This design comes from an exercise in tuning for small area, a short achievable clock period and few clock cycles per item on the open sky130 flow, not from production work. At most, simulation tests tie the RTL to the original design; equivalence was not proved.

## givens8_cordic
module givens8_cordic
(
	input						clk,
	input						rst_n,
	input						start,
	input		[2:0]			index,
	input		[383:0]		data_in,
	output	[383:0]		data_out,
	output					done
);
export LEC_CHECK = 0
export CAP_MARGIN = 20
export CORE_MARGIN = 2
export CORE_UTILIZATION = 40
export CTS_BUF_LIST = sky130_fd_sc_hd__clkbuf_4 sky130_fd_sc_hd__clkbuf_8
export SLEW_MARGIN = 65
create_clock -name core_clock -period 20.0 [get_ports {clk}]
standard.sh (not shown) runs the stock make flow with config.mk's settings and CLKGATE_MAP_FILE= SYNTH_SCRIPT=/design/flow/synth_recipe.tcl, a recipe that flattens the netlist after the stock synthesis.
==> flow/flow/run.sh <==
#!/bin/bash
# Standard synthesis (standard.sh synth, unchanged) and the standard ORFS
# layout, with changes only to the cells the layout steps may insert:
# - port buffers are buf_2 (buffer_ports -buffer_cell) instead of the
#   default delay buffer;
# - each layout step marks the delay buffers clkdlybuf4s* don't-use, so the
#   resizer's buffers are ordinary buffers.
set -euo pipefail
bash standard.sh synth > synth.log 2>&1
export BUFFER_PORTS_ARGS="-buffer_cell sky130_fd_sc_hd__buf_2"
H="$PWD/flow/dont_use.tcl"
for step in FLOORPLAN GLOBAL_PLACE RESIZE DETAIL_PLACE REPAIR_TIMING_POST_PLACE CTS GLOBAL_ROUTE DETAIL_ROUTE; do
  export PRE_${step}_TCL="$H"
done
bash standard.sh finish > layout.log 2>&1
==> flow/flow/dont_use.tcl <==
# Sourced at the start of each layout step: keep the resizer from picking the
# slow delay buffers (clkdlybuf4s*) for the buffers it inserts.
set_dont_use [get_lib_cells sky130_fd_sc_hd__clkdlybuf4s*]
The starting point completed with no timing, DRC or antenna violations.
Then changed:
- CTS_BUF_LIST: sky130_fd_sc_hd__clkbuf_4 sky130_fd_sc_hd__clkbuf_8 -> not set
Result: Worst setup slack gains 0.21 ns; critical path depth does not change; cell count drops by 0.73%; maximum frequency climbs by 3.5%; cell area is about the same; clock skew drops by 0.017 ns.
Then changed:
- CTS_BUF_LIST: not set -> sky130_fd_sc_hd__clkbuf_8 sky130_fd_sc_hd__clkbuf_16
- CTS_CLUSTER_DIAMETER: not set -> 100
- CTS_CLUSTER_SIZE: not set -> 20
Effect: The new run went through all stages and came out clean. Clock skew fell by 0.0098 ns. Via count fell slightly. Hold slack is better by 0.0057 ns. Flip-flop and latch count does not change. Die area stays the same.
Function was not checked in any run of this note: the RTL went through the layout flow alone.

========
## build 19
givens8_cordic, a different RTL version from the one above (not shown whole).
For scale: ~9100 cells after synthesis, ~400 flip-flops.
==> flow/config.mk <==
export PLATFORM = sky130hd
export DESIGN_NAME = givens8_cordic
export DESIGN_NICKNAME = givens8_cordic
export VERILOG_FILES = /design/flow/design.v
export SDC_FILE = /design/flow/constraint.sdc
export NUM_CORES = 4
export LEC_CHECK = 0
export CAP_MARGIN = 20
export CORE_MARGIN = 2
export CORE_UTILIZATION = 40
export SLEW_MARGIN = 20
==> flow/constraint.sdc <==
create_clock -name core_clock -period 20.0 [get_ports {clk}]
set_input_delay 4.0000 -clock core_clock [delete_from_list [all_inputs] [get_ports {clk}]]
set_output_delay 4.0000 -clock core_clock [all_outputs]
set_load 0.01 [all_outputs]
==> flow/flow/run.sh <==
#!/bin/bash
# Standard synthesis and layout; the only change is the cell used for the
# port buffers (buffer_ports -buffer_cell) instead of the default delay buffer.
set -euo pipefail
bash standard.sh synth > synth.log 2>&1
export BUFFER_PORTS_ARGS="-buffer_cell sky130_fd_sc_hd__buf_2"
bash standard.sh finish > layout.log 2>&1
The inputs of build 67 differ from those of build 19 as listed below.
==> flow/run.sh (new file) <==
#!/bin/bash
# synth_recipe.tcl (not shown) runs the flow's synth.tcl, then flattens the netlist and writes it again
# the make line also repeats each setting of config.mk as NAME=value (left out here)
make -C /OpenROAD-flow-scripts/flow DESIGN_CONFIG=/design/flow/config.mk WORK_HOME=/design/flow/orfs CLKGATE_MAP_FILE= SYNTH_SCRIPT=/design/flow/synth_recipe.tcl finish
removed: flow/flow/run.sh
removed: flow/standard.sh
[summary]
- Build 67: register-to-register slack 180 ps above build 19
- Taking build 67 as 1.0, build 19 lands at 1.09 on number of clock buffers in the layout.
- Build 67 vs build 19, start point of the critical path: r[324] vs k[1]
- Build 67 did not stop at any stage, and its layout met the timing, DRC and antenna checks.
- The more densely filled core belongs to build 67, not build 19.
- Total met3 wirelength after detailed routing: build 19 and build 67 compared, lower one is build 19
The following lists how build 71 was set up differently from build 67:
diff --git a/flow/config.mk b/flow/config.mk
--- a/flow/config.mk
+++ b/flow/config.mk
@@ -7,5 +7,5 @@
 export LEC_CHECK = 0
-export CAP_MARGIN = 20
+export CAP_MARGIN = 50
 export CORE_MARGIN = 2
 export CORE_UTILIZATION = 40
-export SLEW_MARGIN = 20
+export SLEW_MARGIN = 70
Between build 67 and build 71, global-route usage increased. Compare build 71 and build 67 | wire length on met1 lower: build 71. On design area, the higher figure sits with build 71, not build 67. The total vias in the final route of build 71 exceeds that of build 67 by 1013. [compare] base=build 67 new=build 71: hold slack went up by 3.8 ps; achievable clock frequency went up 5.8%; final wirelength increased by 1.5 mm relative to the old numbers.
No run of this note included a check of the RTL's function; only the layout flow was run.

========
## run 1
Another version of the RTL of givens8_cordic (not shown whole).
Size in the first run: ~9,500 cells after synthesis, ~670 flip-flops, ~780 I/O pins.
Design givens8_cordic, start of the top module:
module givens8_cordic
(
	input						clk,
	input						rst_n,
	input						start,
	input		[2:0]			index,
	input		[383:0]		data_in,
	output	[383:0]		data_out,
	output					done
);
clock: 20.0 ns
lec_check: 0
cap_margin: 20
core_margin: 2
core_utilization: 40
slew_margin: 65
==> flow/flow/run.sh <==
#!/bin/bash
# Standard synthesis (standard.sh synth, unchanged) and the standard ORFS
# layout, with changes only to the cells the layout steps may insert:
# - port buffers are buf_2 (buffer_ports -buffer_cell) instead of the
#   default delay buffer;
# - each layout step marks the delay buffers clkdlybuf4s* don't-use, so the
#   resizer's buffers are ordinary buffers.
set -euo pipefail
bash standard.sh synth > synth.log 2>&1
export BUFFER_PORTS_ARGS="-buffer_cell sky130_fd_sc_hd__buf_2"
H="$PWD/flow/dont_use.tcl"
for step in FLOORPLAN GLOBAL_PLACE RESIZE DETAIL_PLACE REPAIR_TIMING_POST_PLACE CTS GLOBAL_ROUTE DETAIL_ROUTE; do
  export PRE_${step}_TCL="$H"
done
bash standard.sh finish > layout.log 2>&1
Scripts as last shown in full above: flow/flow/dont_use.tcl
Having completed the whole flow, run 1 delivered a layout that passed the timing, DRC and antenna checks.
Testbench counts of run 1, summed over its fixed seeds: cycles 73,608, items 3,200.
Here is what was changed in the inputs of run 2 compared with run 1.
# run 1
export LEC_CHECK = 0
export CAP_MARGIN = 20
export CORE_MARGIN = 2
export CORE_UTILIZATION = 40
export SLEW_MARGIN = 65
create_clock -name core_clock -period 20.0 [get_ports {clk}]
# run 2
export LEC_CHECK = 0
export CAP_MARGIN = 20
export CORE_MARGIN = 2
export CORE_UTILIZATION = 40
export SLEW_MARGIN = 20
create_clock -name core_clock -period 20.0 [get_ports {clk}]
Findings:
Per the final summary, run 2 finished and its layout is clean on timing, DRC and antenna.
Run 2: cell count is 124 lower than what run 1 reported.
Global-route usage in run 2 vs run 1: down 0.17 points
Between run 2 and run 1, it is run 2 whose post-synthesis to final-layout area growth is lower, by 2.4 points.
Compared to run 1, the router laid down less metal wire for run 2.
Higher critical path buffer and inverter count goes to run 1 over run 2.
Run 2 against run 1; routed via count is down slightly.
Cmp run 2 vs run 1: non-clock buffer count lower in run 2
Looking at worst setup slack, run 2 sits 0.81 ns below run 1.
In the metrics for run 1 and run 2, the one carrying the higher core occupancy in the finished layout is run 1.
[inputs] run 3 vs run 2
# run 2
export LEC_CHECK = 0
export CAP_MARGIN = 20
export CORE_MARGIN = 2
export CORE_UTILIZATION = 40
export SLEW_MARGIN = 20
create_clock -name core_clock -period 20.0 [get_ports {clk}]
# run 3
export LEC_CHECK = 0
export CAP_MARGIN = 20
export CORE_MARGIN = 2
export CORE_UTILIZATION = 55
export SLEW_MARGIN = 65
create_clock -name core_clock -period 20.0 [get_ports {clk}]
### Flow results
- Compared with run 2, in run 3 routed length per placed instance shows an increase of 1.2%; setup slack of the worst register-to-register path shows an increase of 0.67 ns; clock-buffer cell count shows an increase of 15; netlist area before placement shows no meaningful change.
- Run 3 vs. run 2: area added between synthesis and finish went up by 1.1 points.
Input changes introduced in run 4 (baseline for comparison: run 3):
# run 3
export LEC_CHECK = 0
export CAP_MARGIN = 20
export CORE_MARGIN = 2
export CORE_UTILIZATION = 55
export SLEW_MARGIN = 65
create_clock -name core_clock -period 20.0 [get_ports {clk}]
# run 4
export LEC_CHECK = 0
export CAP_MARGIN = 20
export CORE_MARGIN = 2
export CORE_UTILIZATION = 40
export SLEW_MARGIN = 50
create_clock -name core_clock -period 20.0 [get_ports {clk}]
==> comparison <==
- Run 4 against run 3: minimum clock period after layout now larger.
[inputs] run 5 vs run 4
# run 4
export LEC_CHECK = 0
export CAP_MARGIN = 20
export CORE_MARGIN = 2
export CORE_UTILIZATION = 40
export SLEW_MARGIN = 50
create_clock -name core_clock -period 20.0 [get_ports {clk}]
# run 5
export LEC_CHECK = 0
export CAP_MARGIN = 20
export CORE_MARGIN = 2
export CORE_UTILIZATION = 40
export SLEW_MARGIN = 80
create_clock -name core_clock -period 20.0 [get_ports {clk}]
### Flow results
Across run 5 and run 4, none had a timing, DRC or antenna violation. Delta (run 5 minus run 4): least setup slack across all paths after layout up 0.39 ns; global-route usage up 0.68 points. Per the comparison of run 5 with run 4, proportion of cell area occupied by registers fell 1.8 points; final core area utilization grew by 5.4 points.

========
## the previous run
Another version of the RTL of givens8_cordic (not shown whole).
Size in the first run: roughly 8300 cells after synthesis, about 780 I/O pins, ~78000 µm² of cells after synthesis.
==> flow/design.v (excerpt) <==
module givens8_cordic
(
	input						clk,
	input						rst_n,
	input						start,
	input		[2:0]			index,
	input		[383:0]		data_in,
	output	[383:0]		data_out,
	output					done
);
	localparam [3:0] K_LAST = 4'd4;	 
	reg		[383:0]		r;			 
	reg		[7:0]			ysn;		 
	reg		[2:0]			idx [0:3];	 
	reg						done_r;
	reg		[3:0]			ka  [0:3];	 
	reg		[3:0]			busy;		 
	reg		[3:0]			pre;		 
	reg		[3:0]			rot;		 
	reg		[3:0]			scl;		 
	assign done = done_r;
	assign data_out = r;
	genvar i;
	wire [7:0] ymsb = ~ysn;
	wire [383:0] lane;
	generate for (i = 0; i < 8; i = i + 1) begin : g_lane
		wire [2:0] pi = idx[i/2];
		wire sgn = ymsb[pi];
		wire [3:0] kya = ka[i/2];
		wire signed [23:0] xv = r[24*i +: 24];
		wire signed [23:0] yv = r[192 + 24*i +: 24];
		wire [23:0] ax = pre[i/2] ? 24'd0 : xv;
		wire [23:0] ay = pre[i/2] ? 24'd0 : yv;
		wire [23:0] ysh = yv >>> kya;
		wire [23:0] xsh = xv >>> kya;
		add24 u_ax (.a(ax), .b(ysh ^ {24{sgn}}),  .ci(sgn),  .s(lane[24*i +: 24]));
		add24 u_ay (.a(ay), .b(xsh ^ {24{~sgn}}), .ci(~sgn), .s(lane[192 + 24*i +: 24]));
	end endgenerate
	wire [383:0] ring;
	generate for (i = 0; i < 4; i = i + 1) begin : g_ring
		wire [23:0] e0 = r[24*(2*i)       +: 24];
		wire [23:0] e1 = r[192 + 24*(2*i) +: 24];
		wire [23:0] e2 = r[24*(2*i+1)     +: 24];
		wire [23:0] e3 = r[192 + 24*(2*i+1) +: 24];
		wire [23:0] ps, pc;
		reg  [23:0] qs, qc;
		mulk_csa u_csa (.v(e3), .s(ps), .c(pc));
		always @(posedge clk) begin
			qs <= ps;
			qc <= pc;
		end
  ...
Settings: LEC_CHECK=0, CAP_MARGIN=20, CORE_MARGIN=2, CORE_UTILIZATION=50, CTS_BUF_LIST=sky130_fd_sc_hd__clkbuf_8 sky130_fd_sc_hd__clkbuf_16, CTS_CLUSTER_DIAMETER=100, CTS_CLUSTER_SIZE=20, SLEW_MARGIN=65; clock period 20.0 ns.
Scripts as last shown in full above: flow/flow/run.sh, flow/flow/dont_use.tcl
Testbench counts of the previous run, summed over its fixed seeds: cycles 73,608, items 3,200.
Input changes introduced in the current run (baseline for comparison: the previous run):
Settings: CTS_CLUSTER_SIZE changed from 20 to 25; CORE_UTILIZATION changed from 50 to 40.
### Flow results
Diff the previous run -> the current run: wire length on met1 rose by 1.4 mm; total half-perimeter wirelength after legalization and detailed placement down 0.49%; via count held steady; final core utilization decreased 11 points. The current run against the previous run: post-placement setup slack lower; sequential share of layout area now smaller. Higher sum of buffers and inverters on the critical path among the current run and the previous run: the previous run. Going from the previous run to the current run, antenna diode instance count grows by 13.

========
givens8_cordic, a different RTL version from the one above (not shown whole).
Size: roughly 660 flip-flops, ~0.080 mm² of cells after synthesis.
export LEC_CHECK = 0
export CAP_MARGIN = 20
export CORE_MARGIN = 2
export CORE_UTILIZATION = 40
export CTS_BUF_LIST = sky130_fd_sc_hd__clkbuf_8 sky130_fd_sc_hd__clkbuf_16
export CTS_CLUSTER_DIAMETER = 100
export CTS_CLUSTER_SIZE = 20
export SLEW_MARGIN = 65
create_clock -name core_clock -period 20.0 [get_ports {clk}]
Scripts as last shown in full above: flow/flow/run.sh, flow/flow/dont_use.tcl
The baseline finished with timing, DRC and antenna clean.
Testbench counts at the start, summed over its fixed seeds: cycles 73,608, items 3,200.
Change:
Settings changed: SLEW_MARGIN 65 to 75.
Result: Via count rises slightly. Sequential share of layout area fell by 0.75 points. Routed wire length grows slightly. Register-to-register slack got worse by 0.17 ns. Setup slack hardly moves. Global-route usage went up by 0.23 points. First-iteration DRC count goes up by a few percent.
Change:
Settings changed: SLEW_MARGIN 75 to 55.
After rerunning: The new run finished clean; global-route usage came out lower by 0.46 points; wire length goes down by 1.4%; maximum frequency decreases by 2.2%; synthesized area stays the same; via count came out lower by 2.7%.

========
givens8_cordic with an RTL version that a note above also has.
Size: ~8300 cells after synthesis, about 620 flip-flops, roughly 780 I/O pins.
Settings: LEC_CHECK=0, CAP_MARGIN=20, CORE_MARGIN=2, CORE_UTILIZATION=45, CTS_BUF_LIST=sky130_fd_sc_hd__clkbuf_8 sky130_fd_sc_hd__clkbuf_16, CTS_CLUSTER_DIAMETER=100, CTS_CLUSTER_SIZE=20, SLEW_MARGIN=65; clock period 20.0 ns.
Scripts as last shown in full above: flow/flow/run.sh, flow/flow/dont_use.tcl
Testbench counts at the start, summed over its fixed seeds: cycles 73,608, items 3,200.
==> next run, changes <==
--- a/flow/config.mk
+++ b/flow/config.mk
@@ -9,3 +9,3 @@
 export CORE_MARGIN = 2
-export CORE_UTILIZATION = 45
+export CORE_UTILIZATION = 48
 export CTS_BUF_LIST = sky130_fd_sc_hd__clkbuf_8 sky130_fd_sc_hd__clkbuf_16
Via count is higher by 0.94%.
Synthesized area does not change.
Final cell count decreases by 1.3%.
Sequential cell count stays the same.
First-iteration DRC count fell by 2.1%.
Clock skew falls by 0.017 ns.
Die area came out lower by 6.2%.
Design area barely changes.
Worst setup slack loses 0.11 ns.
Non-clock buffer count rose by 6.
==> next run, changes <==
--- a/flow/config.mk
+++ b/flow/config.mk
@@ -9,3 +9,3 @@
 export CORE_MARGIN = 2
-export CORE_UTILIZATION = 48
+export CORE_UTILIZATION = 40
 export CTS_BUF_LIST = sky130_fd_sc_hd__clkbuf_8 sky130_fd_sc_hd__clkbuf_16
Global-route usage came out lower by 6.0 points.
First-iteration DRC count came out higher by 5.5%.
Die area came out higher by 20%.
Clock skew came out higher by 0.017 ns.
Setup slack gets better by 0.022 ns.
Final area came out higher by 0.70%.
Count of clock-buffer cells in the layout came out higher by 2.
Wire length came out lower by 0.43%.
Register-to-register slack gets better by 0.07 ns.

==> re-timing with driven ports <==
The flow's constraints put no driver on any port. The routed layouts listed below were extracted and timed again, unchanged, in two steps. Step 1: set_driving_cell puts a clkbuf_16 on clk and a buf_2 on each other input, an assumption about the parent block. Step 2 also shifts input and output timing later by t, the mid clock arrival at the registers, as if the neighbouring blocks saw the same clock. Three values: ideal ports, drivers, drivers and shift; two values: the first two.
| run | t (ns) | setup WS [ns] | worst hold slack (ns) |
|---|---|---|---|
| the first run of note 1 | 1.017 | 13.939 / 13.850 / 13.749 | 0.512 / 0.512 / 0.512 |
| the second run of note 1 | 0.835 | 14.144 / 14.053 / 13.729 | 0.514 / 0.514 / 0.514 |
| the third run of note 1 | 0.830 | 14.111 / 14.021 / 13.749 | 0.520 / 0.520 / 0.520 |
| build 19 | 0.818 | 11.954 / 11.954 / 11.954 | 0.518 / 0.518 / 0.518 |
| build 67 | 0.817 | 12.137 / 12.137 / 12.101 | 0.567 / 0.567 / 0.567 |
| build 71 | 0.801 | 12.571 / 12.571 / 12.571 | 0.571 / 0.571 / 0.571 |
| run 1 | 0.815 | 14.035 / 13.966 / 13.780 | 0.539 / 0.539 / 0.539 |
| run 2 | 0.801 | 13.224 / 13.224 / 12.916 | 0.543 / 0.543 / 0.543 |
| run 3 | 0.801 | 13.893 / 13.893 / 13.893 | 0.507 / 0.507 / 0.507 |
| run 4 | 0.806 | 13.694 / 13.694 / 13.675 | 0.549 / 0.549 / 0.549 |
| run 5 | 0.807 | 14.085 / 14.018 / 13.758 | 0.520 / 0.520 / 0.520 |
| the previous run | 0.758 | 14.030 / 13.940 / 14.155 | 0.509 / 0.509 / 0.509 |
| the current run | 0.780 | 14.045 / 13.969 / 14.050 | 0.553 / 0.553 / 0.553 |
| the first run of note 5 | 0.814 | 14.007 / 13.924 / 13.866 | 0.505 / 0.505 / 0.505 |
| the second run of note 5 | 0.812 | 14.004 / 13.920 / 13.959 | 0.517 / 0.517 / 0.517 |
| the third run of note 5 | 0.824 | 13.867 / 13.781 / 13.720 | 0.529 / 0.529 / 0.529 |
| the first run of note 6 | 0.794 | 14.132 / 14.058 / 14.135 | 0.557 / 0.557 / 0.557 |
| the second run of note 6 | 0.755 | 14.020 / 13.933 / 14.174 | 0.513 / 0.513 / 0.513 |
| the third run of note 6 | 0.776 | 14.043 / 13.967 / 14.004 | 0.555 / 0.555 / 0.555 |
After both steps setup and hold are still met in every run listed. The setup slack of the second run of note 1, which loses most, moves by -0.091 ns with the drivers and by -0.415 ns with both steps.
